Context: an optimization exercise on an open-source flow, tuned for small area, a short achievable clock period and few clock cycles. The choices shown serve that exercise and are no tape-out recipe.
Only simulation tests tie the RTL to the original design; equivalence was not proved.
Power figures rest on the tool's default switching activity, not on a simulated workload.

## config.mk

```make
export PLATFORM = sky130hd
export DESIGN_NAME = RV32Core
export DESIGN_NICKNAME = RV32Core
export VERILOG_FILES = /design/flow/design.v
export SDC_FILE = /design/flow/constraint.sdc
export NUM_CORES = 4
export LEC_CHECK = 0
export CAP_MARGIN = 20
export CORE_MARGIN = 2
export CORE_UTILIZATION = 50
export CTS_CLUSTER_DIAMETER = 100
export CTS_CLUSTER_SIZE = 24
export PLACE_DENSITY = 0.7
export SETUP_SLACK_MARGIN = 0.4
export SLEW_MARGIN = 20
```

## constraint.sdc

```tcl
create_clock -name core_clock -period 17.0 [get_ports {CPU_CLK}]
set_input_delay 3.4000 -clock core_clock [delete_from_list [all_inputs] [get_ports {CPU_CLK}]]
set_output_delay 3.4000 -clock core_clock [all_outputs]
set_load 0.01 [all_outputs]
```

## design.v

```verilog
`timescale 1ns / 1ps
module ALU(
    input wire [31:0] a,
    input wire [31:0] b,
    input wire sub,            
    input wire sel_sum,        
    input wire sel_sll,
    input wire sel_srl,        
    input wire sra,
    input wire sel_xor,
    input wire sel_or,
    input wire sel_and,
    input wire sel_slt,
    input wire sel_sltu,
    input wire sel_link,
    input wire [31:0] link,
    output wire [31:0] sum,
    output wire lt,
    output wire ltu,
    output wire eq,
    output wire [31:0] out
    );
    wire [31:0] bx = sub ? ~b : b;
    wire [32:0] s = {1'b0, a} + {1'b0, bx} + {32'b0, sub};
    assign sum = s[31:0];
    assign ltu = ~s[32];
    assign lt = (a[31] ^ b[31]) ? a[31] : s[31];
    assign eq = (a == b);
    wire [4:0] sh = b[4:0];
    wire [31:0] sll = a << sh;
    wire [31:0] srl = $signed({sra & a[31], a}) >>> sh;
    assign out = ({32{sel_sum}} & sum)
               | ({32{sel_sll}} & sll)
               | ({32{sel_srl}} & srl)
               | ({32{sel_xor}} & (a ^ b))
               | ({32{sel_or}}  & (a | b))
               | ({32{sel_and}} & (a & b))
               | {31'b0, (sel_slt & lt) | (sel_sltu & ltu)}
               | ({32{sel_link}} & link);
endmodule
`timescale 1ns / 1ps
module RegisterFile(
    input wire clk,
    input wire rst,
    input wire we,
    input wire [4:0] wa,
    input wire [31:0] wd,
    input wire [4:0] ra1,
    input wire [4:0] ra2,
    input wire byp1,             
    input wire byp2,             
    input wire [31:0] bypd,
    output wire [31:0] rd1,
    output wire [31:0] rd2
    );
    reg [31:0] rf [1:31];
    reg [31:1] vld;
    always @(posedge clk)
        if (we && wa != 5'd0) rf[wa] <= wd;
    always @(posedge clk or posedge rst)
        if (rst) vld <= 31'b0;
        else if (we && wa != 5'd0) vld[wa] <= 1'b1;
    reg [31:0] r1, r2;
    reg [31:1] rdy;
    integer k;
    always @(*) begin
        r1 = {32{byp1}} & bypd;
        r2 = {32{byp2}} & bypd;
        for (k = 1; k < 32; k = k + 1) begin
            rdy[k] = vld[k] & ~(we & (wa == k));
            r1 = r1 | ({32{(ra1 == k) & rdy[k]}} & rf[k]);
            r2 = r2 | ({32{(ra2 == k) & rdy[k]}} & rf[k]);
        end
    end
    assign rd1 = r1;
    assign rd2 = r2;
endmodule
`timescale 1ns / 1ps
module NPC_Generator(
    input wire [12:0] a,
    input wire [12:0] b,
    output wire [12:0] s
    );
    wire [12:0] p0 = a ^ b;
    wire [12:0] g0 = a & b;
    wire [12:0] g1, p1, g2, p2, g3, p3, g4;
    genvar i;
    generate
        for (i = 0; i < 13; i = i + 1) begin : lvl
            if (i >= 1) begin
                assign g1[i] = g0[i] | (p0[i] & g0[i-1]);
                assign p1[i] = p0[i] & p0[i-1];
            end else begin
                assign g1[i] = g0[i];
                assign p1[i] = p0[i];
            end
            if (i >= 2) begin
                assign g2[i] = g1[i] | (p1[i] & g1[i-2]);
                assign p2[i] = p1[i] & p1[i-2];
            end else begin
                assign g2[i] = g1[i];
                assign p2[i] = p1[i];
            end
            if (i >= 4) begin
                assign g3[i] = g2[i] | (p2[i] & g2[i-4]);
                assign p3[i] = p2[i] & p2[i-4];
            end else begin
                assign g3[i] = g2[i];
                assign p3[i] = p2[i];
            end
            if (i >= 8)
                assign g4[i] = g3[i] | (p3[i] & g3[i-8]);
            else
                assign g4[i] = g3[i];
        end
    endgenerate
    assign s = p0 ^ {g4[11:0], 1'b0};
endmodule
`timescale 1ns / 1ps
module RV32Core(
    input wire CPU_CLK,
    input wire CPU_RST,
    output wire [31:0] IMemAddr,
    input wire [31:0] IMemData,
    output wire [31:0] DMemAddr,
    output wire [3:0] DMemWE,
    output wire [31:0] DMemWD,
    input wire [31:0] DMemRD
    );
    wire clk = CPU_CLK;
    wire rst = CPU_RST;
    reg  [12:0] pcF;
    reg         validD;
    reg  [12:0] pcD;
    reg         predFD;      
    reg         lbValid;
    reg  [12:0] lbPC, lbTgt;
    reg         validE;
    reg  [4:0]  rdE;
    reg         wrE, ldE, stE, brE, jalrE, predE;
    reg  [2:0]  f3E;
    reg  [12:0] altE;
    reg  [31:0] immE, regAE, regBE;
    reg         aR_E, aM_E, aW_E, aV_E, aAlt_E;
    reg         bR_E, bM_E, bW_E, bV_E, bImm_E;
    reg         subE, sSum_E, sSll_E, sSrl_E, sraE, sXor_E, sOr_E, sAnd_E, sSlt_E, sSltu_E, sLink_E;
    reg  [31:0] resM, stdM;
    reg  [3:0]  weM;
    reg  [4:0]  rdM;
    reg         wrM, ldM;
    reg  [2:0]  f3M;
    reg  [31:0] resW;
    reg  [4:0]  rdW;
    reg         wrW, ldW;
    reg  [2:0]  f3W;
    reg  [1:0]  a10W;
    reg  [31:0] valR;        
    reg  [4:0]  rdR;
    reg         wrR;
    assign IMemAddr = {17'b0, pcF, 2'b00};
    wire [31:0] ins = IMemData;
    wire [4:0] op  = ins[6:2];
    wire [2:0] f3  = ins[14:12];
    wire [4:0] rdD  = ins[11:7];
    wire [4:0] rs1D = ins[19:15];
    wire [4:0] rs2D = ins[24:20];
    wire isLUI   = (op == 5'b01101);
    wire isAUIPC = (op == 5'b00101);
    wire isJAL   = (op == 5'b11011);
    wire isJALR  = (op == 5'b11001);
    wire isBR    = (op == 5'b11000);
    wire isLD    = (op == 5'b00000);
    wire isST    = (op == 5'b01000);
    wire isOPI   = (op == 5'b00100);
    wire isOP    = (op == 5'b01100);
    wire use1 = isJALR | isBR | isLD | isST | isOPI | isOP;
    wire use2 = isBR | isST | isOP;
    wire wrD  = (isLUI | isAUIPC | isJAL | isJALR | isLD | isOPI | isOP) & (rdD != 5'd0);
    wire hazE = validE & ldE & ((use1 & (rs1D == rdE)) | (use2 & (rs2D == rdE)));
    wire hazM = ldM & ((use1 & (rs1D == rdM)) | (use2 & (rs2D == rdM)));
    wire stallD = validD & (hazE | hazM);
    wire [31:0] immI = {{20{ins[31]}}, ins[31:20]};
    wire [31:0] immS = {{20{ins[31]}}, ins[31:25], ins[11:7]};
    wire [31:0] immU = {ins[31:12], 12'b0};
    wire [12:0] immBw = {ins[31], ins[31], ins[31], ins[7], ins[30:25], ins[11:9]};
    wire [12:0] immJw = {ins[14:12], ins[20], ins[30:22]};
    wire [12:0] brT, jalT;
    NPC_Generator AddB(.a(pcD), .b(immBw), .s(brT));
    NPC_Generator AddJ(.a(pcD), .b(immJw), .s(jalT));
    wire predD  = isBR & (ins[31] | (f3 == 3'b001) | (f3 == 3'b111));
    wire idRedir = validD & (isJAL | (predD & ~predFD));    
    wire backD = isBR & ins[31];
    wire hitF = lbValid & (pcF == lbPC);
    wire [12:0] idTarget = isJAL ? jalT : brT;
    wire [31:0] regAD, regBD, wbData;
    wire bypA = wrR & (rdR == rs1D);
    wire bypB = wrR & (rdR == rs2D);
    RegisterFile RegisterFile1(
        .clk(clk), .rst(rst),
        .we(wrR), .wa(rdR), .wd(valR),
        .ra1(rs1D), .ra2(rs2D),
        .byp1(bypA), .byp2(bypB), .bypd(valR),
        .rd1(regAD), .rd2(regBD));
    wire fA_M = use1 & wrE & validE & (rdE == rs1D);
    wire fA_W = use1 & wrM & (rdM == rs1D) & ~fA_M;
    wire fA_R = use1 & wrW & (rdW == rs1D) & ~fA_M & ~fA_W;
    wire fB_M = use2 & wrE & validE & (rdE == rs2D);
    wire fB_W = use2 & wrM & (rdM == rs2D) & ~fB_M;
    wire fB_R = use2 & wrW & (rdW == rs2D) & ~fB_M & ~fB_W;
    wire useImm = ~(isOP | isBR);
    wire [31:0] immD = isST ? immS : ((isLUI | isAUIPC) ? immU : immI);
    wire [12:0] altD = isAUIPC ? pcD : ((isBR & ~predD) ? brT : (predFD ? pcD + 13'd1 : pcF));
    wire opx = isOP | isOPI;
    wire [31:0] altX = {17'b0, altE, 2'b00};
    wire [31:0] fwdA = ({32{aR_E}} & regAE) | ({32{aM_E}} & resM) | ({32{aW_E}} & resW)
                     | ({32{aV_E}} & valR) | ({32{aAlt_E}} & altX);
    wire [31:0] fwdB = ({32{bR_E}} & regBE) | ({32{bM_E}} & resM) | ({32{bW_E}} & resW)
                     | ({32{bV_E}} & valR);
    wire [31:0] op2  = bImm_E ? immE : fwdB;
    wire [31:0] sum, aluOut;
    wire lt, ltu, eq;
    ALU ALU1(
        .a(fwdA), .b(op2), .sub(subE),
        .sel_sum(sSum_E), .sel_sll(sSll_E), .sel_srl(sSrl_E), .sra(sraE),
        .sel_xor(sXor_E), .sel_or(sOr_E), .sel_and(sAnd_E),
        .sel_slt(sSlt_E), .sel_sltu(sSltu_E), .sel_link(sLink_E), .link(altX),
        .sum(sum), .lt(lt), .ltu(ltu), .eq(eq), .out(aluOut));
    wire cond = (f3E[2] ? (f3E[1] ? ltu : lt) : eq) ^ f3E[0];
    wire exRedir = validE & ((brE & (cond ^ predE)) | jalrE);
    wire [12:0] exTarget = jalrE ? sum[14:2] : altE;
    wire [31:0] stData = fwdB << {sum[1:0], 3'b000};
    wire [3:0] stMask = (f3E[1:0] == 2'b00) ? 4'b0001 : ((f3E[1:0] == 2'b01) ? 4'b0011 : 4'b1111);
    assign DMemAddr = resM;
    assign DMemWE   = weM;
    assign DMemWD   = stdM;
    wire [31:0] ldS = DMemRD >> {a10W, 3'b000};
    wire [31:0] ldV = f3W[1] ? DMemRD :
                      (f3W[0] ? {{16{~f3W[2] & ldS[15]}}, ldS[15:0]}
                              : {{24{~f3W[2] & ldS[7]}}, ldS[7:0]});
    assign wbData = ldW ? ldV : resW;
    always @(posedge clk or posedge rst)
        if (rst) begin
            pcF    <= 13'd0;
            validD <= 1'b0;
            validE <= 1'b0;
            lbValid <= 1'b0;
        end else begin
            pcF    <= (~exRedir & ~stallD & idRedir) ? idTarget
                    : (exRedir ? exTarget : (stallD ? pcD : (hitF ? lbTgt : pcF + 13'd1)));
            if (validD & backD & ~predFD) lbValid <= 1'b1;
            validD <= ~exRedir & ~idRedir & ~stallD;
            validE <= validD & ~stallD & ~exRedir;
        end
    always @(posedge clk) begin
        pcD <= pcF;
        predFD <= hitF;
        if (validD & backD & ~predFD) begin
            lbPC  <= pcD;
            lbTgt <= brT;
        end
        rdE   <= rdD;
        wrE   <= wrD;
        ldE   <= isLD;
        stE   <= isST;
        brE   <= isBR;
        jalrE <= isJALR;
        predE <= predD;
        f3E   <= f3;
        altE  <= altD;
        immE  <= immD;
        regAE <= regAD;
        regBE <= regBD;
        aM_E  <= fA_M;
        aW_E  <= fA_W;
        aV_E  <= fA_R;
        aR_E  <= ~fA_M & ~fA_W & ~fA_R & ~isLUI & ~isAUIPC;
        aAlt_E <= isAUIPC;
        bM_E  <= fB_M;
        bW_E  <= fB_W;
        bV_E  <= fB_R;
        bR_E  <= ~fB_M & ~fB_W & ~fB_R;
        bImm_E <= useImm;
        subE    <= isBR | (isOP & (f3 == 3'b000) & ins[30]) | (opx & (f3[2:1] == 2'b01));
        sSum_E  <= (opx & (f3 == 3'b000)) | isLD | isST | isLUI | isAUIPC;
        sSll_E  <= opx & (f3 == 3'b001);
        sSrl_E  <= opx & (f3 == 3'b101);
        sraE    <= ins[30];
        sXor_E  <= opx & (f3 == 3'b100);
        sOr_E   <= opx & (f3 == 3'b110);
        sAnd_E  <= opx & (f3 == 3'b111);
        sSlt_E  <= opx & (f3 == 3'b010);
        sSltu_E <= opx & (f3 == 3'b011);
        sLink_E <= isJAL | isJALR;
        resM <= aluOut;
        stdM <= stData;
        weM  <= (validE & stE) ? (stMask << sum[1:0]) : 4'b0000;
        rdM  <= rdE;
        wrM  <= validE & wrE;
        ldM  <= validE & ldE;
        f3M  <= f3E;
        resW <= resM;
        rdW  <= rdM;
        wrW  <= wrM;
        ldW  <= ldM;
        f3W  <= f3M;
        a10W <= resM[1:0];
        valR <= wbData;
        rdR  <= rdW;
        wrR  <= wrW;
    end
endmodule
```

## flow/run.sh

```bash
#!/bin/bash
set -euo pipefail
bash standard.sh SETUP_SLACK_MARGIN=12.5 TNS_END_PERCENT=0 finish > standard_flow.log 2>&1
```

## standard.sh

```bash
#!/bin/bash
# synth_recipe.tcl (not shown) runs the flow's synth.tcl, then flattens the netlist and writes it again
# the make line also repeats each setting of config.mk as NAME=value (left out here)
make -C /OpenROAD-flow-scripts/flow DESIGN_CONFIG=/design/flow/config.mk WORK_HOME=/design/flow/orfs CLKGATE_MAP_FILE= SYNTH_SCRIPT=/design/flow/synth_recipe.tcl "${@:-finish}"
```

==> flow_summary.json, run 1 <==
{
  "synth.mux.area_fraction_pct": 2.497,
  "clock-sinks": 1381,
  "synth_fa_ha_area_share_pct": 2.569,
  "setup_slack_ns": 11.82,
  "holdWs_ns": 0.3406,
  "hp-class": "flop to flop",
  "die_h_um": 363.7,
  "synth_compound_area_share_pct": 21.20,
  "synth_area_leaders": "edfxtp_1 (47%), dfxtp_1 (9.8%), a22oi_1 (8.8%), a221oi_1 (2.8%), a22o_1 (2.7%)",
  "grt_pass1_vias": 53033,
  "fin_nets": 5788,
  "die_x_um": 363.7,
  "synthArstFlopShare_pct": 3.403,
  "final_area_um2": 73710,
  "drive_above_1_share_pct": 12.72,
  "finalSetupViolCount": 0,
  "rsz0062_at_grt": "yes",
  "synth_seq_cells": 1381,
  "clkPwrFrac_pct": 24.6,
  "dp_hpwl_um": 168600,
  "synth_cell_types": 91,
  "skew_ns": 0.05749,
  "synth_edf_count": 1018,
  "viasPerCell": 7.864,
  "grtUsageTotal_pct": 45.44,
  "finalCritPeriodShare_pct": 30.48,
  "die-area_um2": 132300,
  "avgSynthCellArea_um2": 11.80,
  "routed_wl_um": 310800,
  "num_vias": 58112,
  "r2r-end": "pcF[1]",
  "synth_simple_gate_area_share_pct": 9.453,
  "endpoint": "regAE[29]",
  "synth_top_area_share_pct": 47.26,
  "synth_top_family_by_area": "compound AO/OA/AOI/OAI gates",
  "cap_violations": 0,
  "num_rows": 131,
  "grt_max_degree": 56,
  "dp_slack_ns": 9.821,
  "ir_drop_mv": 0.08945,
  "grt_pass1_wl_um": 416800,
  "cts_tree": "built",
  "drv_slew": 0,
  "ys.flop_type": "edfxtp_1",
  "syn2layout_area_growth_pct": 13.96,
  "final_antenna_net_count": 0,
  "synth-xor-area-share_pct": 2.126,
  "cts_buffer_depth": 3,
  "pwr-share-comb_pct": 23.6,
  "start_util_pct": 50.53,
  "critPathMaxFanout": 13,
  "io_pins": 166,
  "clk_pin_slew_worst_paths_ns": 0.10,
  "p_int_uw": 5315,
  "syn_area_um2": 64680,
  "slew_headroom_pct": 20.51,
  "start_kind": "primary input",
  "first_pass_iters": 12,
  "grt_overflow": 0,
  "synth_top_area_cell": "edfxtp_1",
  "coreArea_um2": 128000,
  "startpoint": "IMemData[16]",
  "cts_root_buf": "clkbuf_16",
  "tns_ns": 0,
  "critPathCaptureType": "flop",
  "p_switching_uw": 2542,
  "max_freq_ghz": 0.1930,
  "yosysMostFrequentCell": "edfxtp_1",
  "wl_per_cell_um": 42.06,
  "p_leak_uw": 0.02528,
  "arrival_ns": 5.79,
  "reg2reg_depth": 21,
  "gp_congestion": 1.023,
  "p_seq_share_pct": 51.8,
  "clock_latency_ns": 0.74,
  "yosys_warnings": 2,
  "pwr_density_cell_nw_per_um2": 106.6,
  "tightest_slew_ns": 1.177,
  "antenna_found_initial": 22,
  "portBuffers": 144,
  "ctsHtreeMaxLevel": 3,
  "cp_data_required_time_ns": 17.61,
  "dpl_cell_area_um2": 68680,
  "ys_seq_area_share_pct": 58.86,
  "critical_path_class": "primary input to flop",
  "syn_inst": 5481,
  "cts_buffers": 69,
  "netSwitchingFraction_pct": 32.36,
  "hold_viol": 0,
  "drc": 0,
  "r2r-start": "bV_E",
  "drt_iter0_drc": 12968,
  "synth_common_cells": "edfxtp_1 (1018), a22oi_1 (757), nand2_1 (382)",
  "power_uw": 7857,
  "fin_crit_ns": 5.181,
  "rrSetupSlack_ns": 12.01,
  "status": "complete, no violations"
}
## critical path: stages
cell	delay [ns]
buf_4	0.14
buf_8	0.14
nor2_1	0.13
nand2_2	0.16
nor3_4	0.79
bufbuf_16	0.51
a22oi_1	0.13
nand4_1	0.12
or3_1	0.24
## logic make-up (layout without fill, tap and decap cells)
group	count (synthesis)	after routing
compound gates	1876	1878
other cells	1	37
fa+ha+maj	131	131
flops	1381	1381
xor+xnor	157	157
mux	148	148
simple gates	1252	1253
buf+inv	535	676
## layer usage
metal / up-vias / routed length (um) / global-route usage, %
li1: 21961 / - / -
met1: 27504 / 97210 / 53.18
met2: 6489 / 123500 / 63.94
met3: 2120 / 54650 / 20.99
met4: 38 / 34330 / 35.76
met5: - / 1140 / 4.212
## cells in the final DEF, fill, tap and decap left out, types with 28 or more instances in the layout
cell             netlist  final
xnor2_1              106    103
or3_1                 40     31
buf_6                  2     38
a21oi_1              166    157
xor2_1                51     51
nand3_1              166    161
ha_1                 128    118
clkbuf_1             312     44
o21ai_0              240    234
nor2_4                 0     28
edfxtp_1            1018   1018
inv_1                121    115
a22oi_1              757    753
o211ai_1              51     51
a221oi_1             204    193
buf_4                 23    173
or4_1                 42     29
nor2_1               225    196
dlygate4sd2_1          0     87
a22o_1               199    199
a211oi_1              50     49
nand2_1              382    374
dfrtp_1               47     34
dfxtp_1              316    279
clkbuf_16              0     72
mux2i_1              113    113
clkdlybuf4s50_1        0     33
o21bai_1              35     35
nor3_1                99     33
nand4_1              164    164
nor3_2                 0     55
buf_12                 0     38
## power by group through the flow
stage          clock, uW  sequential (uW)  combinational (uW)
2_1_floorplan          0             4110                 922
3_3_place_gp           0             4140                1600
3_5_place_dp           0             4140                1620
4_1_cts             1900             4050                1760
5_1_grt             2020             4070                1930
6_report            1930             4070                1860
## worst min path at each step
| stage | start | end | slack (ns) | cells after the start |
|---|---|---|---|---|
| after floorplan | f3M[0] | f3W[0] | 0.31 | 0 |
| after CTS | f3M[0] | f3W[0] | 0.34 | 0 |
| after detailed placement | f3M[1] | f3W[1] | 0.31 | 0 |
| after global placement | f3M[2] | f3W[2] | 0.31 | 0 |
| after global routing | f3M[2] | f3W[2] | 0.35 | 0 |
| final | f3M[0] | f3W[0] | 0.34 | 0 |
## flip-flops by register name, summed over array words and instances, names as in the netlist, 3 cells and up
signal	cells
RegisterFile1.rf	992
immE	32
regAE	32
regBE	32
resM	32
stdM	32
valR	32
RegisterFile1.vld	31
resW	31
altE	13
lbPC	13
lbTgt	13
pcD	13
pcF	13
rdE	5
rdM	5
rdR	5
rdW	5
weM	4
f3E	3
f3M	3
f3W	3
## timing repair
action,in CTS,in global routing
hold buffers,0,0
gates cloned,19,3
setup endpoints to repair,307,267
buffers inserted,79,9
pin swaps,55,10
gates resized for setup,597,24
## layout make-up
cell class | count | area, um^2
Clock inverter | 10 | 140.1
Antenna cell | 18 | 45.04
Clock buffer | 113 | 1892
Fill cell | 10352 | 54300
Timing Repair Buffer | 429 | 4798
Sequential cell | 1381 | 38170
Tap cell | 1729 | 2163
Multi-Input combinational cell | 3586 | 26020
Inverter | 124 | 478.0
## stage by stage
stage	instances	utilization [%]
3_3_place_gp	7139	53.64
4_1_cts	7360	57.35
3_5_place_dp	7139	53.65
6_report	7390	57.58
5_1_grt	7375	57.55
2_1_floorplan	5499	-
Testbench counts, summed over its fixed seeds: cycles 70,777.
==> run 2, diff against run 1 <==
--- a/config.mk
+++ b/config.mk
@@ -9,6 +9,6 @@
 export CORE_MARGIN = 2
-export CORE_UTILIZATION = 50
+export CORE_UTILIZATION = 60
 export CTS_CLUSTER_DIAMETER = 100
 export CTS_CLUSTER_SIZE = 24
-export PLACE_DENSITY = 0.7
+export PLACE_DENSITY = 0.68
 export SETUP_SLACK_MARGIN = 0.4
==> flow_summary.json, run 2 <==
{
  "synth_area_leaders": "edfxtp_1 (47%), dfxtp_1 (9.8%), a22oi_1 (8.8%), a221oi_1 (2.8%), a22o_1 (2.7%)",
  "cp_num_buf_inv": 2,
  "dp_slack_ns": 9.904,
  "gp_congestion": 1.042,
  "synth_cell_types": 91,
  "drt_iter0_drc": 12591,
  "synthArstFlopShare_pct": 3.403,
  "setup_slack_ns": 11.82,
  "p_leak_uw": 0.02487,
  "grt_max_degree": 61,
  "hp-class": "flop to flop",
  "clk_pin_slew_worst_paths_ns": 0.10,
  "final_cells": 7037,
  "synth_top_area_cell": "edfxtp_1",
  "fin_crit_ns": 5.176,
  "final_antenna_net_count": 0,
  "pwr_density_cell_nw_per_um2": 109.7,
  "cts_tree": "built",
  "ctsHtreeMaxLevel": 3,
  "syn_area_um2": 64680,
  "synth_simple_gate_area_share_pct": 9.453,
  "clock_latency_ns": 0.74,
  "cts_buffers": 71,
  "hold_viol": 0,
  "top_register": "RegisterFile1.rf",
  "drive_above_1_share_pct": 12.30,
  "ys_seq_area_share_pct": 58.86,
  "synth-xor-area-share_pct": 2.126,
  "cp_data_required_time_ns": 17.62,
  "synth_top_area_share_pct": 47.26,
  "portBuffers": 144,
  "cts_root_buf": "clkbuf_16",
  "cap_violations": 0,
  "finalSetupViolCount": 0,
  "critical_path_class": "primary input to flop",
  "io_pins": 166,
  "synth_common_cells": "edfxtp_1 (1018), a22oi_1 (757), nand2_1 (382)",
  "mostFrequentLayoutCells": "edfxtp_1 (1018), a22oi_1 (755), nand2_1 (377)",
  "slew_headroom_pct": 17.45,
  "die_h_um": 332.3,
  "wl_per_cell_um": 43.02,
  "num_rows": 120,
  "antenna_found_initial": 19,
  "final_util_pct": 67.73,
  "yosysMostFrequentCell": "edfxtp_1",
  "syn_inst": 5481,
  "synth_compound_area_share_pct": 21.20,
  "use_met1_pct": 63.97,
  "fin_nets": 5766,
  "grtUsageTotal_pct": 53.30,
  "power_uw": 7952,
  "first_pass_iters": 14,
  "critPathMaxFanout": 32,
  "timing.critical_path.slowest_cell_delay_ns": 0.59,
  "clock-sinks": 1381,
  "crit_chain": "buf_4 -> or3b_2 -> nor3_2 -> buf_6 -> a22o_1 -> a221oi_1 -> nand4_1 -> or3_1",
  "syn2layout_area_growth_pct": 12.09,
  "max_freq_ghz": 0.1932,
  "drc": 0,
  "grt_pass1_vias": 53398,
  "critical_path.top_delay_family": "simple AND/OR/NAND/NOR gates",
  "synth_fa_ha_area_share_pct": 2.569,
  "start_kind": "primary input",
  "dp_hpwl_um": 172800,
  "viasPerCell": 8.230,
  "ys.flop_type": "edfxtp_1",
  "grtUsageMet2_pct": 74.33,
  "place_inst": 6826,
  "skew_ns": 0.08432,
  "reg2reg_depth": 20,
  "rrSetupSlack_ns": 12.06,
  "slowest_stage": "buf_6",
  "largest_reg_flops": 992,
  "fillers": 7931,
  "start_util_pct": 60.42,
  "tns_ns": 0,
  "yosys_warnings": 2,
  "status": "complete, no violations",
  "grt_busiest_layer": "met2",
  "coreArea_um2": 107100,
  "grt_overflow": 0,
  "die-area_um2": 110400,
  "ctsHoldBuffers": 0,
  "synth_top_family_by_area": "compound AO/OA/AOI/OAI gates",
  "critical_path_depth": 8,
  "cts_buffer_depth": 3,
  "final_common_cell": "edfxtp_1",
  "synth_seq_cells": 1381,
  "ir_drop_mv": 0.1136,
  "finalCritPeriodShare_pct": 30.45,
  "drv_slew": 0,
  "die_x_um": 332.3,
  "critPathCaptureType": "flop",
  "whs_path_depth": 0,
  "avgSynthCellArea_um2": 11.80,
  "tightest_slew_ns": 1.225,
  "synth.mux.area_fraction_pct": 2.497,
  "synth_edf_count": 1018,
  "arrival_ns": 5.79,
  "met3_usage_pct": 25.86,
  "grt_pass1_wl_um": 412300,
  "num_vias": 57917,
  "rsz0062_at_grt": "yes",
  "routed_wl_um": 302800
}
## run 2: changes by cell type in the layout (fill, tap and decap cells not counted), sizes merged, moves of 2 or more
cell,previous run,this run
buf,285,274
bufbuf,13,3
clkbuf,117,123
clkdlybuf4s15,7,3
clkdlybuf4s50,33,82
clkinv,6,8
diode,18,10
dlygate4sd2,87,34
dlymetal6s2s,0,3
## run 2: logic make-up after synthesis
family	Yosys count
buffers and inverters	535
adder cells (fa/ha/maj)	131
XOR/XNOR	157
AO/OA/AOI/OAI	1876
other	1
multiplexers	148
AND/OR/NAND/NOR	1252
flip-flops	1381
## run 2: layout make-up
cell class                      instances  area [um^2]  share of cell area (%)
Multi-Input combinational cell       3585        25920                   35.75
Clock buffer                          116         1988                   2.742
Inverter                              124        478.0                  0.6592
Antenna cell                           10        25.02                 0.03451
Tap cell                             1403         1755                   2.421
Timing Repair Buffer                  406         3930                   5.420
Sequential cell                      1381        38180                   52.66
Clock inverter                         12        221.5                  0.3055
## run 2: report_power, final
| group | leakage [uW] | internal, uW | switching [uW] |
|---|---|---|---|
| Combinational | 0.0114 | 686 | 1200 |
| Clock | 0.00105 | 836 | 1160 |
| Sequential | 0.0125 | 3860 | 217 |
| Total | 0.0249 | 5380 | 2570 |
## run 2: worst register-to-register path: cells and delay by family (launching register included)
family	cells	cell delay, ns
flip-flops	1	0.38
adder cells (fa/ha/maj)	1	0.43
AND/OR/NAND/NOR	4	0.77
AO/OA/AOI/OAI	10	2.27
buffers and inverters	5	0.96
## run 2: path summary, 6_finish.rpt
check,end,start
min,f3W[0],f3M[0]
max,regAE[13],IMemData[15]
min reg2reg,f3W[0],f3M[0]
max in group asynchronous,pcF[8],CPU_RST
max reg2reg,pcF[1],bR_E
min in group asynchronous,validE,CPU_RST
## run 2: stage by stage
stage	area, um^2	hold WS (ns)
3_5_place_dp	68360	0.3128
5_1_grt	72480	0.3481
3_3_place_gp	68350	0.3104
4_1_cts	71910	0.3376
2_1_floorplan	64790	0.3096
6_report	72500	0.3373
## run 2: what timing repair did
action	in CTS	in global routing
pin swaps	33	25
resized for setup	406	109
setup endpoints to repair	296	271
cloned	7	2
setup buffers	44	20
## run 2: per-layer routing
layer,part of all wire [%],vias to the layer above
li1,-,21900
met1,31,27280
met2,40,6508
met3,18,2187
met4,11,42
met5,0.22,-
==> run 3, diff against run 2 <==
--- a/config.mk
+++ b/config.mk
@@ -9,6 +9,5 @@
 export CORE_MARGIN = 2
-export CORE_UTILIZATION = 60
+export CORE_UTILIZATION = 55
 export CTS_CLUSTER_DIAMETER = 100
 export CTS_CLUSTER_SIZE = 24
-export PLACE_DENSITY = 0.68
 export SETUP_SLACK_MARGIN = 0.4
==> flow_summary.json, run 3 <==
{
  "portBuffers": 144,
  "hp-class": "flop to flop",
  "synthArstFlopShare_pct": 3.403,
  "ir_drop_mv": 0.1113,
  "ctsHoldBuffers": 0,
  "grt_pass1_wl_um": 419700,
  "synth_simple_gate_area_share_pct": 9.453,
  "final_common_cell": "edfxtp_1",
  "wl_per_cell_um": 43.15,
  "yosysMostFrequentCell": "edfxtp_1",
  "synth_edf_count": 1018,
  "fin_crit_ns": 5.322,
  "synth_seq_cells": 1381,
  "first_pass_iters": 12,
  "final_antenna_net_count": 0,
  "die-area_um2": 120400,
  "clock_latency_ns": 0.70,
  "ys_seq_area_share_pct": 58.86,
  "syn2layout_area_growth_pct": 12.18,
  "coreArea_um2": 116400,
  "synth_area_leaders": "edfxtp_1 (47%), dfxtp_1 (9.8%), a22oi_1 (8.8%), a221oi_1 (2.8%), a22o_1 (2.7%)",
  "die_h_um": 346.9,
  "power_uw": 7908,
  "synth-xor-area-share_pct": 2.126,
  "dp_hpwl_um": 180700,
  "place_inst": 6961,
  "synth_common_cells": "edfxtp_1 (1018), a22oi_1 (757), nand2_1 (382)",
  "grt_max_degree": 61,
  "drive_above_1_share_pct": 12.19,
  "io_pins": 166,
  "synth_cell_types": 91,
  "skew_ns": 0.04345,
  "fin_nets": 5771,
  "tns_ns": 0,
  "cts_buffers": 69,
  "hold_viol": 0,
  "top_register": "RegisterFile1.rf",
  "syn_area_um2": 64680,
  "largest_reg_flops": 992,
  "tightest_slew_ns": 1.287,
  "mostFrequentLayoutCells": "edfxtp_1 (1018), a22oi_1 (755), nand2_1 (377)",
  "status": "complete, no violations",
  "drc": 0,
  "antenna_found_initial": 17,
  "cts_buffer_depth": 3,
  "critPathMaxFanout": 25,
  "yosys_warnings": 2,
  "synth_top_area_share_pct": 47.26,
  "drv_slew": 0,
  "clock-sinks": 1381,
  "cap_violations": 0,
  "grt_overflow": 0,
  "pwr_density_cell_nw_per_um2": 109.0,
  "finalCritPeriodShare_pct": 31.31,
  "num_rows": 125,
  "num_vias": 57048,
  "final_cells": 7165,
  "synth_top_area_cell": "edfxtp_1",
  "synth_top_family_by_area": "compound AO/OA/AOI/OAI gates",
  "die_x_um": 346.9,
  "avgSynthCellArea_um2": 11.80,
  "synth_compound_area_share_pct": 21.20,
  "ctsHtreeMaxLevel": 3,
  "routed_wl_um": 309100,
  "critPathCaptureType": "flop",
  "holdWs_ns": 0.3348,
  "grt_pass1_vias": 52854,
  "max_freq_ghz": 0.1879,
  "viasPerCell": 7.962,
  "grtUsageTotal_pct": 49.93,
  "gp_congestion": 1.073,
  "rrSetupSlack_ns": 11.99,
  "critical_path_class": "primary input to flop",
  "drt_iter0_drc": 11631,
  "cp_data_required_time_ns": 17.56,
  "syn_inst": 5481,
  "start_util_pct": 55.59,
  "cts_tree": "built",
  "ys.flop_type": "edfxtp_1",
  "arrival_ns": 5.88,
  "cts_root_buf": "clkbuf_16",
  "start_kind": "primary input",
  "slew_headroom_pct": 14.20,
  "rsz0062_at_grt": "yes",
  "synth_fa_ha_area_share_pct": 2.569,
  "clk_pin_slew_worst_paths_ns": 0.10,
  "p_leak_uw": 0.02481,
  "finalSetupViolCount": 0,
  "synth.mux.area_fraction_pct": 2.497
}
run 3: cell count changes in the layout (fill, tap and decap cells not counted), moves of 4 or more:
cell / before / now
dlygate4sd2_1: 34 / 40
a221oi_1: 198 / 202
dfxtp_1: 282 / 278
clkdlybuf4s15_2: 3 / 7
a221oi_2: 6 / 2
dfxtp_4: 21 / 25
run 3: cell families after synthesis:
logic type,count (synthesis)
compound gates,1876
xor+xnor,157
fa+ha+maj,131
buf+inv,535
flops,1381
mux,148
other cells,1
simple gates,1252
run 3: per-layer routing:
| metal | track usage (%) | part of all wire (%) |
|---|---|---|
| met3 | 19.73 | 17 |
| met4 | 34.69 | 9.4 |
| met5 | 0.4402 | 0.059 |
| met1 | 61.79 | 33 |
| met2 | 71.61 | 41 |
run 3: through the flow:
step / setup slack (ns) / area [um^2] / util, %
6_report: 11.68 / 72560 / 62.36
4_1_cts: 11.96 / 72280 / 62.12
3_5_place_dp: 9.773 / 68610 / 58.97
5_1_grt: 11.76 / 72530 / 62.33
3_3_place_gp: 9.763 / 68610 / 58.96
2_1_floorplan: 11.39 / 64790 / -
run 3: what timing repair did:
item | 4_1_cts | 5_1_grt
resized for setup | 456 | 34
setup endpoints to repair | 310 | 273
pin swaps | 30 | 17
setup buffers | 48 | 8
gates cloned | 7 | 2
run 3: layout make-up:
cell class                      instances  area, um^2
Sequential cell                      1381       38200
Multi-Input combinational cell       3585       25850
Clock buffer                          114        1948
Clock inverter                         11       136.4
Timing Repair Buffer                  413        4009
Inverter                              124       478.0
Antenna cell                           13       32.53
Fill cell                            9239       43800
Tap cell                             1524        1907
run 3: critical path, cell delays in order:
cell and delay, ns:
buf_4 0.18, nor2_1 0.16, nand2_2 0.14, nor3_4 0.68, buf_6 0.57, a221oi_1 0.20, nand4_1 0.14, or3_1 0.38
run 3: path summary, 6_finish.rpt:
path	startpoint	cells after the start	endpoint
min in group asynchronous	CPU_RST	2	lbValid
worst min register to register	f3M[1]	0	f3W[1]
worst max-delay path	IMemData[16]	8	regAE[11]
max in group asynchronous	CPU_RST	2	pcF[3]
worst min-delay path	f3M[1]	0	f3W[1]
worst max register to register	bImm_E	21	resM[30]
run 3: power breakdown:
part | switching [uW] | total, uW | internal (uW)
Clock | 1130 | 1960 | 823
Sequential | 211 | 4070 | 3860
Combinational | 1200 | 1880 | 685
Total | 2540 | 7910 | 5370
==> run 4, diff against run 3 <==
--- a/config.mk
+++ b/config.mk
@@ -9,3 +9,3 @@
 export CORE_MARGIN = 2
-export CORE_UTILIZATION = 55
+export CORE_UTILIZATION = 45
 export CTS_CLUSTER_DIAMETER = 100
==> flow_summary.json, run 4 <==
{
  "grt_overflow": 0,
  "clock-sinks": 1381,
  "tightest_slew_ns": 1.173,
  "synth_common_cells": "edfxtp_1 (1018), a22oi_1 (757), nand2_1 (382)",
  "r2r-start": "bV_E",
  "p_leak_uw": 0.02509,
  "drt_iter0_drc": 10840,
  "finalSetupViolCount": 0,
  "rrSetupSlack_ns": 12.00,
  "coreArea_um2": 143100,
  "viasPerCell": 7.483,
  "yosysMostFrequentCell": "edfxtp_1",
  "cp_data_required_time_ns": 17.66,
  "tns_ns": 0,
  "hp-class": "flop to flop",
  "skew_ns": 0.07891,
  "crit_chain": "buf_6 -> or3_1 -> nor3_2 -> buf_6 -> a22o_1 -> a221oi_1 -> nand4_1 -> or3_1",
  "clk_pin_slew_worst_paths_ns": 0.11,
  "mostFrequentLayoutCells": "edfxtp_1 (1018), a22oi_1 (752), nand2_1 (373)",
  "ir_drop_mv": 0.09285,
  "place_inst": 7323,
  "start_util_pct": 45.19,
  "yosys_warnings": 2,
  "cap_violations": 0,
  "synth_seq_cells": 1381,
  "drv_slew": 0,
  "portBuffers": 144,
  "hold_viol": 0,
  "arrival_ns": 5.80,
  "min-delay-start": "f3M[2]",
  "num_vias": 56411,
  "cp_num_buf_inv": 2,
  "final_common_cell": "edfxtp_1",
  "grt_pass1_vias": 52693,
  "synth_top_area_cell": "edfxtp_1",
  "cts_root_buf": "clkbuf_16",
  "max_freq_ghz": 0.1944,
  "avgSynthCellArea_um2": 11.80,
  "largest_reg_flops": 992,
  "clkPwrFrac_pct": 25.3,
  "whs_path_depth": 0,
  "pwr_density_cell_nw_per_um2": 108.1,
  "syn2layout_area_growth_pct": 13.46,
  "critical_path_class": "primary input to flop",
  "synthArstFlopShare_pct": 3.403,
  "drc": 0,
  "cts_buffer_depth": 3,
  "io_pins": 166,
  "critPathMaxFanout": 31,
  "first_pass_iters": 12,
  "start_kind": "primary input",
  "rsz0062_at_grt": "yes",
  "fin_crit_ns": 5.143,
  "hold_end": "f3W[2]",
  "gp_congestion": 1.041,
  "synth_top_area_share_pct": 47.26,
  "ys_seq_area_share_pct": 58.86,
  "grt_max_degree": 61,
  "status": "complete, no violations",
  "top_register": "RegisterFile1.rf",
  "synth_edf_count": 1018,
  "slowest_stage": "buf_6",
  "startpoint": "IMemData[23]",
  "cts_tree": "built",
  "grt_pass1_wl_um": 424300,
  "pwr-share-comb_pct": 23.4,
  "p_int_uw": 5351,
  "dp_hpwl_um": 177800,
  "ctsHtreeMaxLevel": 3,
  "final_antenna_net_count": 0,
  "reg2reg_depth": 23,
  "final_util_pct": 51.27,
  "num_rows": 139,
  "final_cells": 7539,
  "timing.critical_path.slowest_cell_delay_ns": 0.62,
  "slew_headroom_pct": 20.83,
  "critical_path.top_delay_family": "simple AND/OR/NAND/NOR gates",
  "ys.flop_type": "edfxtp_1",
  "r2r-end": "pcF[11]",
  "routed_wl_um": 314400,
  "drive_above_1_share_pct": 12.52,
  "fin_nets": 5766,
  "p_switching_uw": 2584,
  "critPathCaptureType": "flop",
  "die_h_um": 383.1,
  "synth_cell_types": 91,
  "p_seq_share_pct": 51.3,
  "syn_inst": 5481,
  "antenna_found_initial": 18,
  "clock_latency_ns": 0.77,
  "wl_per_cell_um": 41.70,
  "syn_area_um2": 64680,
  "netSwitchingFraction_pct": 32.56,
  "synth_area_leaders": "edfxtp_1 (47%), dfxtp_1 (9.8%), a22oi_1 (8.8%), a221oi_1 (2.8%), a22o_1 (2.7%)",
  "grtUsageTotal_pct": 41.58,
  "die_x_um": 383.1,
  "cts_buffers": 71,
  "die-area_um2": 146800,
  "finalCritPeriodShare_pct": 30.26
}
[run 4: cell counts after synthesis]
Identical to the previous run, type by type.
[run 4: cell type report]
cell class / instances / area [um^2]
fillers: 12550 / 69740
clock inverters: 17 / 287.8
diodes: 12 / 30.03
well taps: 1903 / 2381
clock buffers: 111 / 1937
repair buffers: 406 / 4194
inverters: 124 / 478.0
multi-input cells: 3585 / 25890
flip-flops and latches: 1381 / 38190
[run 4: cell families after synthesis]
group                    share of synthesized area (%)
other                                         0.005797
XOR/XNOR                                         2.126
flip-flops                                       58.86
adder cells (fa/ha/maj)                          2.569
multiplexers                                     2.497
AND/OR/NAND/NOR                                  9.453
buffers and inverters                            3.294
AO/OA/AOI/OAI                                    21.20
[run 4: power by group through the flow]
stage	Combinational, uW	Sequential, uW	Clock (uW)
floorplan	922	4110	0
global placement	1630	4150	0
detailed placement	1640	4150	0
CTS	1760	4050	2010
global route	1940	4080	2130
finish	1850	4070	2010
[run 4: how the worst max path moves through the flow]
stage                      to  depth (start not counted)  slack (ns)
floorplan             pcF[12]                         13       11.39
global route          pcF[12]                         14       11.88
detailed placement  regBE[26]                          8        9.61
finish              regBE[30]                          8       11.86
global placement    regBE[26]                          8        9.65
CTS                   pcF[12]                         14       12.06
[run 4: routing by layer]
layer / global-route usage, % / up-vias / routed length (um)
li1: - / 21911 / -
met1: 50.43 / 27272 / 104600
met2: 60.52 / 5595 / 131000
met3: 15.93 / 1617 / 49880
met4: 29.62 / 16 / 28720
met5: 0.1653 / - / 170
[run 4: stage by stage]
stage	power, uW	hold slack, ns	cell area (um^2)	worst slack [ns]
3_3_place_gp	5777	0.3153	68950	9.651
5_1_grt	8149	0.3567	73360	11.88
4_1_cts	7817	0.3508	73040	12.06
2_1_floorplan	5027	0.3096	64790	11.39
3_5_place_dp	5790	0.3187	68950	9.614
6_report	7935	0.3513	73390	11.86
[run 4: worst register-to-register path, cell delays in order (launching register included)]
cell      delay, ns
dfxtp_4        0.44
buf_12         0.20
a22oi_2        0.16
a31o_2         0.28
buf_6          0.19
inv_4          0.17
buf_12         0.17
nand2_2        0.11
and2_1         0.20
fa_2           0.43
a211oi_1       0.24
nor2_1         0.15
o221ai_2       0.15
buf_4          0.18
and2_2         0.21
o211ai_1       0.10
buf_4          0.19
o311ai_4       0.31
o311ai_4       0.17
buf_12         0.18
a41oi_4        0.33
buf_12         0.18
o211a_1        0.15
a21o_1         0.08
[run 4: repair_timing]
| action | in CTS | in global routing |
|---|---|---|
| setup buffers | 48 | 14 |
| resized for setup | 556 | 40 |
| hold buffers | 0 | 0 |
| gates cloned | 10 | 4 |
| pin swaps | 33 | 24 |
| setup endpoints to repair | 311 | 265 |
==> run 5, diff against run 4 <==
--- a/design.v
+++ b/design.v
@@ -29,4 +29,11 @@
     wire [4:0] sh = b[4:0];
-    wire [31:0] sll = a << sh;
-    wire [31:0] srl = $signed({sra & a[31], a}) >>> sh;
+    function [31:0] rev(input [31:0] x);
+        integer i;
+        for (i = 0; i < 32; i = i + 1) rev[i] = x[31 - i];
+    endfunction
+    wire [31:0] sin = sel_sll ? rev(a) : a;
+    wire [32:0] sx = {sra & ~sel_sll & a[31], sin};
+    wire [32:0] sr = $signed(sx) >>> sh;
+    wire [31:0] srl = sr[31:0];
+    wire [31:0] sll = rev(sr[31:0]);
     assign out = ({32{sel_sum}} & sum)
--- a/config.mk
+++ b/config.mk
@@ -9,3 +9,3 @@
 export CORE_MARGIN = 2
-export CORE_UTILIZATION = 45
+export CORE_UTILIZATION = 50
 export CTS_CLUSTER_DIAMETER = 100
==> flow_summary.json, run 5 <==
{
  "grtUsageMet2_pct": 66.69,
  "viasPerCell": 7.754,
  "hp-class": "flop to flop",
  "clock-sinks": 1381,
  "rsz0062_at_grt": "yes",
  "synth_cell_types": 83,
  "synth_area_leaders": "edfxtp_1 (48%), dfxtp_1 (9.9%), a22oi_1 (8.5%), a221oi_1 (3.0%), a22o_1 (3.0%)",
  "die_x_um": 361.2,
  "die-area_um2": 130400,
  "syn_area_um2": 63790,
  "drive_above_1_share_pct": 15.13,
  "tightest_slew_ns": 1.254,
  "drv_slew": 0,
  "ctsHtreeMaxLevel": 3,
  "pwr_density_cell_nw_per_um2": 106.4,
  "start_util_pct": 50.21,
  "cts_buffers": 70,
  "grt_max_degree": 56,
  "portBuffers": 144,
  "final_antenna_net_count": 0,
  "timing.critical_path.slowest_cell_delay_ns": 0.52,
  "finalCritPeriodShare_pct": 29.96,
  "critPathMaxFanout": 15,
  "avgSynthCellArea_um2": 12.22,
  "ctsHoldBuffers": 0,
  "finalSetupViolCount": 0,
  "cts_tree": "built",
  "syn_inst": 5220,
  "mostFrequentLayoutCells": "edfxtp_1 (1018), a22oi_1 (709), nand2_1 (344)",
  "max_freq_ghz": 0.1963,
  "fin_nets": 5601,
  "tns_ns": 0,
  "grt_overflow": 0,
  "synthArstFlopShare_pct": 3.403,
  "synth_common_cells": "edfxtp_1 (1018), a22oi_1 (718), nand2_1 (353)",
  "p_leak_uw": 0.02551,
  "largest_reg_flops": 992,
  "die_h_um": 361.2,
  "cts_buffer_depth": 3,
  "antenna_found_initial": 18,
  "cp_data_required_time_ns": 17.55,
  "fin_crit_ns": 5.093,
  "io_pins": 166,
  "critical_path_class": "primary input to flop",
  "top_register": "RegisterFile1.rf",
  "hold_viol": 0,
  "status": "complete, no violations",
  "coreArea_um2": 127000,
  "drt_iter0_drc": 10932,
  "grt_busiest_layer": "met2",
  "syn2layout_area_growth_pct": 15.46,
  "synth_seq_cells": 1381,
  "start_kind": "primary input",
  "crit_chain": "buf_8 -> nand3b_1 -> buf_4 -> nor3_4 -> buf_12 -> buf_4 -> a22o_1 -> a221oi_1 -> nand4_1 -> or3_1",
  "final_common_cell": "edfxtp_1",
  "gp_congestion": 1.026,
  "ir_drop_mv": 0.09109,
  "final_util_pct": 57.98,
  "dp_hpwl_um": 170400,
  "num_rows": 131,
  "grt_pass1_vias": 51306,
  "yosysMostFrequentCell": "edfxtp_1",
  "cap_violations": 0,
  "yosys_warnings": 3,
  "synth_top_area_share_pct": 47.92,
  "skew_ns": 0.04088,
  "met3_usage_pct": 19.01,
  "wl_per_cell_um": 43.37,
  "ys.flop_type": "edfxtp_1",
  "grt_pass1_wl_um": 418400,
  "slew_headroom_pct": 16.41,
  "cts_root_buf": "clkbuf_16",
  "drc": 0,
  "cpMostUsedCell": "buf_4",
  "num_vias": 55307,
  "synth_edf_count": 1018,
  "grtUsageTotal_pct": 46.30,
  "slowest_stage": "or3_1",
  "ys_seq_area_share_pct": 59.69,
  "synth_top_area_cell": "edfxtp_1",
  "arrival_ns": 5.65,
  "clock_latency_ns": 0.73,
  "clk_pin_slew_worst_paths_ns": 0.10,
  "use_met1_pct": 55.16,
  "critPathCaptureType": "flop",
  "routed_wl_um": 309300,
  "first_pass_iters": 10
}
-- run 5: repair_timing --
| item | 4_1_cts | 5_1_grt |
|---|---|---|
| hold endpoints to repair | 0 | 0 |
| buffers inserted | 114 | 11 |
| gates cloned | 18 | 0 |
| resized for setup | 674 | 33 |
| pin swaps | 52 | 33 |
| setup endpoints to repair | 296 | 270 |
-- run 5: worst paths after layout --
kind                              startpoint                   end  slack [ns]  cells past startpoint
worst min register to register        f3M[1]                f3W[1]        0.34                      0
worst max-delay path            IMemData[16]             regAE[26]       11.91                     10
max in group asynchronous            CPU_RST               pcF[12]       13.21                      2
worst min-delay path                  f3M[1]                f3W[1]        0.34                      0
worst max register to register          bR_E              resM[17]       12.03                     17
min in group asynchronous            CPU_RST  RegisterFile1.vld[1]        3.19                      2
-- run 5: per-stage QoR --
step	hold slack, ns	setup WS [ns]	instances	power, uW	area (um^2)
floorplan	0.3096	11.65	5238	4978	64050
global placement	0.3115	9.580	6851	5680	67990
detailed placement	0.3193	9.566	6851	5691	67990
CTS	0.3367	12.08	7102	7713	73390
global route	0.3453	11.98	7114	8031	73600
finish	0.3351	11.91	7133	7835	73650
-- run 5: final cells by class --
type / instances / area, um^2
Antenna cell: 19 / 47.55
Clock buffer: 107 / 1912
Clock inverter: 12 / 271.5
Fill cell: 10264 / 53380
Inverter: 106 / 410.4
Multi-Input combinational cell: 3374 / 25460
Sequential cell: 1381 / 38190
Tap cell: 1662 / 2079
Timing Repair Buffer: 472 / 5276
-- run 5: worst max-delay path, delay by kind of cell --
kind | cells | cell delay (ns)
and+or+nand+nor | 4 | 0.95
buffers and inverters | 4 | 0.76
AOI/OAI and AO/OA | 2 | 0.51
-- run 5: logic make-up (layout without fill, tap and decap cells) --
| group | after synthesis | in the layout | synth area share, % |
|---|---|---|---|
| fa+ha+maj | 130 | 130 | 2.585 |
| simple gates | 1148 | 1149 | 8.902 |
| other cells | 1 | 38 | 0.005879 |
| flops | 1381 | 1381 | 59.69 |
| buf+inv | 485 | 697 | 2.997 |
| xor+xnor | 162 | 162 | 2.224 |
| compound gates | 1751 | 1752 | 20.28 |
| mux | 162 | 162 | 3.319 |
-- run 5: per-layer routing --
layer	vias up	wire length, um
met5	-	172
met4	16	32100
met3	1716	49150
met2	5626	127300
met1	26724	100600
li1	21225	-
-- run 5: where the power goes --
group          internal (uW)  switching (uW)
Clock                    853            1160
Sequential              3850             212
Combinational            660            1100
Testbench counts of run 5, summed over its fixed seeds: cycles 70,777.

## re-timing with driven ports
Ports are ideal in the flow. The routed layouts listed here were re-timed in OpenROAD. Step 1 assumes that a clkbuf_16 drives the clock port and a buf_2 every other input. Step 2 moves the port delays by t, midway between the first and last clock arrival at a register: inputs arrive t later, outputs are due t later. That takes back most of the time a late clock gives input paths. Slacks: ideal / step 1 / step 2; pairs: ideal / step 1.
run | t, ns | slack for setup (ns) | worst hold slack (ns) | worst data-port slew with drivers (ns)
run 1 | 0.792 | 11.819 / 11.873 / 11.081 | 0.341 / 0.341 / 0.341 | 0.09
run 2 | 0.776 | 11.824 / 11.857 / 11.081 | 0.337 / 0.337 / 0.337 | 0.08
run 3 | 0.770 | 11.678 / 11.732 / 10.963 | 0.335 / 0.335 / 0.335 | 0.10
run 4 | 0.823 | 11.857 / 11.903 / 11.080 | 0.351 / 0.351 / 0.351 | 0.09
run 5 | 0.786 | 11.907 / 11.922 / 11.136 | 0.335 / 0.335 / 0.335 | 0.08
After both steps setup and hold are still met in every run listed. The setup slack of run 4, which loses most, moves by +0.046 ns with the drivers and by -0.777 ns with both steps.
